What follows belongs to an exercise in optimizing a design on an open flow for small area; a production flow would make more cautious choices.
Only simulation tests tie the RTL to the original design; equivalence was not proved.
Power is estimated from default activity; no workload was simulated.

==> zinc: inputs <==
## tlb
module tlb #(
    parameter TLBNUM = 16
    ) (
    input   wire                        clk,
    input   wire [              18:0]   s_vpn_1,
    input   wire                        s_odd_1,
    input   wire [              7 :0]   s_asid_1,
    output  wire                        s_found_1,
    output  wire [$clog2(TLBNUM)-1:0]   s_index_1,
    output  wire [              19:0]   s_pfn_1,
    output  wire [              2 :0]   s_c_1,
    output  wire                        s_d_1,
    output  wire                        s_v_1,
    input   wire [              18:0]   s_vpn_2,
    input   wire                        s_odd_2,
    input   wire [              7 :0]   s_asid_2,
    output  wire                        s_found_2,
    output  wire [$clog2(TLBNUM)-1:0]   s_index_2,
    output  wire [              19:0]   s_pfn_2,
    output  wire [              2 :0]   s_c_2,
    output  wire                        s_d_2,
    output  wire                        s_v_2,
    input   wire                        we,
    input   wire [$clog2(TLBNUM)-1:0]   w_index,
    input   wire [              18:0]   w_vpn,
    input   wire [              7 :0]   w_asid,
    input   wire                        w_g,
    input   wire [              19:0]   w_pfn0,
    input   wire [              2 :0]   w_c0,
    input   wire                        w_d0,
    input   wire                        w_v0,
    input   wire [              19:0]   w_pfn1,
    input   wire [              2 :0]   w_c1,
    input   wire                        w_d1,
    input   wire                        w_v1,
    input   wire [$clog2(TLBNUM)-1:0]   r_index,
    output  wire [              18:0]   r_vpn,
    output  wire [              7 :0]   r_asid,
    output  wire                        r_g,
    output  wire [              19:0]   r_pfn0,
    output  wire [              2 :0]   r_c0,
    output  wire                        r_d0,
    output  wire                        r_v0,
    output  wire [              19:0]   r_pfn1,
    output  wire [              2 :0]   r_c1,
    output  wire                        r_d1,
    output  wire                        r_v1
);
export LEC_CHECK = 0
export CAP_MARGIN = 20
export CORE_MARGIN = 2
export CORE_UTILIZATION = 45
export PLACE_DENSITY = 0.6
export SETUP_SLACK_MARGIN = 0.0
export SLEW_MARGIN = 20
export SYNTH_HIERARCHICAL = 1
create_clock -name core_clock -period 10.0 [get_ports {clk}]
standard.sh (not shown) runs the stock make flow with config.mk's settings and CLKGATE_MAP_FILE= SYNTH_SCRIPT=/design/flow/synth_recipe.tcl, a recipe that flattens the netlist after the stock synthesis.
==> flow/flow/run.sh <==
#!/bin/bash
# Standard ORFS layout with three changes: port buffers use the smallest buffer; before the
# resize step's repair_design, flow/mybuf.tcl gives each high-fanout net one buffer sized to
# its load; and the clock tree uses small buffers and no dummy loads. Each tool's log stays
# under orfs/logs/; make's own output goes to flow_make.log in the work folder.
set -euo pipefail
cd "$(dirname "$0")/.."
P=sky130_fd_sc_hd__
CTS="-sink_clustering_enable -repair_clock_nets -dont_use_dummy_load -buf_list ${P}clkbuf_4 -sink_clustering_size 8 -sink_clustering_max_diameter 40"
bash standard.sh \
  "BUFFER_PORTS_ARGS=-buffer_cell ${P}buf_1" \
  "PRE_RESIZE_TCL=$PWD/flow/mybuf.tcl" \
  "CTS_ARGS=$CTS" \
  finish > flow_make.log 2>&1
==> flow/flow/mybuf.tcl <==
# Runs before repair_design in the resize step (PRE_RESIZE_TCL). Replaces the buffers that
# timing-driven global placement left with one buffer per high-fanout net, sized to the net.
# custom high-fanout buffering: one buffer per net, sized to the load
set block [ord::get_db_block]
set dbu [$block getDefUnits]
# 1. remove buffers that repair inserted (keep port buffers)
set nrm 0
foreach inst [$block getInsts] {
  set m [[$inst getMaster] getName]
  if {![regexp {__(buf|clkbuf)_[0-9]+$} $m]} continue
  set in ""; set out ""
  foreach it [$inst getITerms] {
    if {[$it isInputSignal]} {set in $it}
    if {[$it isOutputSignal]} {set out $it}
  }
  if {$in eq "" || $out eq ""} continue
  set nin [$in getNet]; set nout [$out getNet]
  if {$nin eq "NULL" || $nout eq "NULL"} continue
  if {[llength [$nin getBTerms]] > 0 || [llength [$nout getBTerms]] > 0} continue
  set its {}
  foreach it [$nout getITerms] { if {$it ne $out} { lappend its $it } }
  $in disconnect
  $out disconnect
  foreach it $its { $it disconnect; $it connect $nin }
  odb::dbInst_destroy $inst
  odb::dbNet_destroy $nout
  incr nrm
}
puts "MYBUF removed $nrm buffers"
# 2. downsize combinational gates to their _1 variant (same footprint family)
set nres 0
foreach inst [$block getInsts] {
  set m [[$inst getMaster] getName]
  if {[regexp {^(sky130_fd_sc_hd__(nor|nand|and|or|a21oi|a22oi|o21ai|xor|xnor|inv)[0-9a-z]*)_([2-9]|1[0-9])$} $m -> base]} {
    set new ${base}_1
    if {[llength [get_lib_cells $new]]} { replace_cell [get_cells [$inst getName]] $new; incr nres }
  }
}
puts "MYBUF downsized $nres"
estimate_parasitics -placement
# 3. one buffer per heavy net, next to its driver; a port buffer is resized instead
set caps {sky130_fd_sc_hd__buf_1 0.130 sky130_fd_sc_hd__buf_2 0.316 sky130_fd_sc_hd__buf_4 0.561 sky130_fd_sc_hd__buf_6 0.785 sky130_fd_sc_hd__buf_8 1.0 sky130_fd_sc_hd__buf_12 1.5 sky130_fd_sc_hd__buf_16 2.0}
set factor 1.5
set nins 0; set nup 0
foreach net [get_nets *] {
  set dnet [sta::sta_to_db_net $net]
  if {[$dnet getSigType] ne "SIGNAL"} continue
  set loads [get_pins -of_objects $net -filter "direction==input"]
  if {[llength $loads] < 8} continue
  set drv [get_pins -of_objects $net -filter "direction==output"]
  if {[llength $drv] != 1} continue
  set dcell [get_cells -of_objects $drv]
  set dref [get_property $dcell ref_name]
  set cap [$net capacitance [sta::cmd_scene] max]
  set want [expr {$cap * 1e12 * $factor}]
  set pick ""
  foreach {c mc} $caps { if {$mc >= $want} { set pick $c; break } }
  if {$pick eq ""} { set pick sky130_fd_sc_hd__buf_16 }
  if {[regexp {__buf_[0-9]+$} $dref]} {
    if {$pick ne $dref} { replace_cell $dcell $pick; incr nup }
    continue
  }
  set it [sta::sta_to_db_pin $drv]; lassign [$it getAvgXY] ok x y
  insert_buffer -buffer_cell $pick -net [get_full_name $net] -location [list [expr {$x/double($dbu)}] [expr {$y/double($dbu)}]]
  incr nins
}
puts "MYBUF inserted $nins resized $nup"
==> violet: changes against zinc <==
==> flow/run.sh (new file) <==
#!/bin/bash
# synth_recipe.tcl (not shown) runs the flow's synth.tcl, then flattens the netlist and writes it again
# the make line also repeats each setting of config.mk as NAME=value (left out here)
make -C /OpenROAD-flow-scripts/flow DESIGN_CONFIG=/design/flow/config.mk WORK_HOME=/design/flow/orfs CLKGATE_MAP_FILE= SYNTH_SCRIPT=/design/flow/synth_recipe.tcl finish
--- a/flow/config.mk
+++ b/flow/config.mk
@@ -7,8 +7,8 @@
 export LEC_CHECK = 0
 export CAP_MARGIN = 20
 export CORE_MARGIN = 2
-export CORE_UTILIZATION = 45
-export PLACE_DENSITY = 0.6
-export SETUP_SLACK_MARGIN = 0.0
+export CORE_UTILIZATION = 35
+export PLACE_DENSITY = 0.5
+export SETUP_SLACK_MARGIN = 0.3
 export SLEW_MARGIN = 20
 export SYNTH_HIERARCHICAL = 1
removed: flow/flow/run.sh
removed: flow/flow/mybuf.tcl
removed: flow/standard.sh
==> garnet: changes against zinc <==
==> flow/flow/run.sh (replaced) <==
#!/bin/bash
# Standard ORFS layout, with two changes: port buffers use the smallest buffer, and the clock
# tree uses small buffers and no dummy loads. Each tool's log stays under orfs/logs/; make's
# own output goes to flow_make.log in the work folder.
set -euo pipefail
cd "$(dirname "$0")/.."
CTS="-sink_clustering_enable -repair_clock_nets -dont_use_dummy_load -buf_list sky130_fd_sc_hd__clkbuf_4 -sink_clustering_size 8 -sink_clustering_max_diameter 40"
bash standard.sh \
  "BUFFER_PORTS_ARGS=-buffer_cell sky130_fd_sc_hd__buf_1" \
  "CTS_ARGS=$CTS" \
  finish > flow_make.log 2>&1
removed: flow/flow/mybuf.tcl
==> qor summary <==
                                                                 garnet         violet           zinc
Outcome                                         timing/DRC/antenna clean  timing/DRC/antenna clean  timing/DRC/antenna clean
WL final                                                      298,500 um     322,200 um     294,700 um
Clock buffers                                                        204            170            197
Routing usage on met2                                             59.30%         52.93%         58.43%
Antenna violations before repair                                      30             22             27
Die area                                                   138,700 sq um  177,900 sq um  138,700 sq um
Instance count after placement with tap cells included             6,215          6,832          6,156
DRC violation total after the first TritonRoute iteration         15,070         14,510         15,750
Buffers & Inverters on Critical Path                                   3              2              3
Cell internal power dissipation                                 7.034 mW       9.354 mW       6.988 mW
Number of global-route vias before repair                         48,780         48,410         47,890
Non-CTS buffers                                                      437            510            378
Cell chosen for the clock root                                  clkbuf_4      clkbuf_16       clkbuf_4
Diode insertion count for antenna repair                              26             13             17
Share of the core filled with cells                               49.20%         42.09%         48.34%

## static timing again, ports no longer ideal
The results above use ideal ports. As a check the final layouts listed here were re-extracted and re-timed, cells and wires unchanged. Step 1, drivers: a clkbuf_16 drives clk and a buf_2 each remaining input, both assumed. Step 2 also shifts input and output timing later by t, the mid clock arrival at the registers, as if the neighbouring blocks saw the same clock. a / b / c = ideal / step 1 / step 2; a / b = the first two.
run	t (ns)	setup WS [ns]	clock arrival spread, ns
zinc	1.316	0.735 / 0.708 / 0.708	0.201 / 0.200
violet	0.893	0.660 / 0.636 / 0.636	0.042 / 0.042
garnet	1.307	1.100 / 1.072 / 1.072	0.188 / 0.188
After both steps setup and hold are still met in every run listed. For garnet, which loses most, drivers alone change the setup slack by -0.028 ns; drivers and shift together by -0.028 ns.
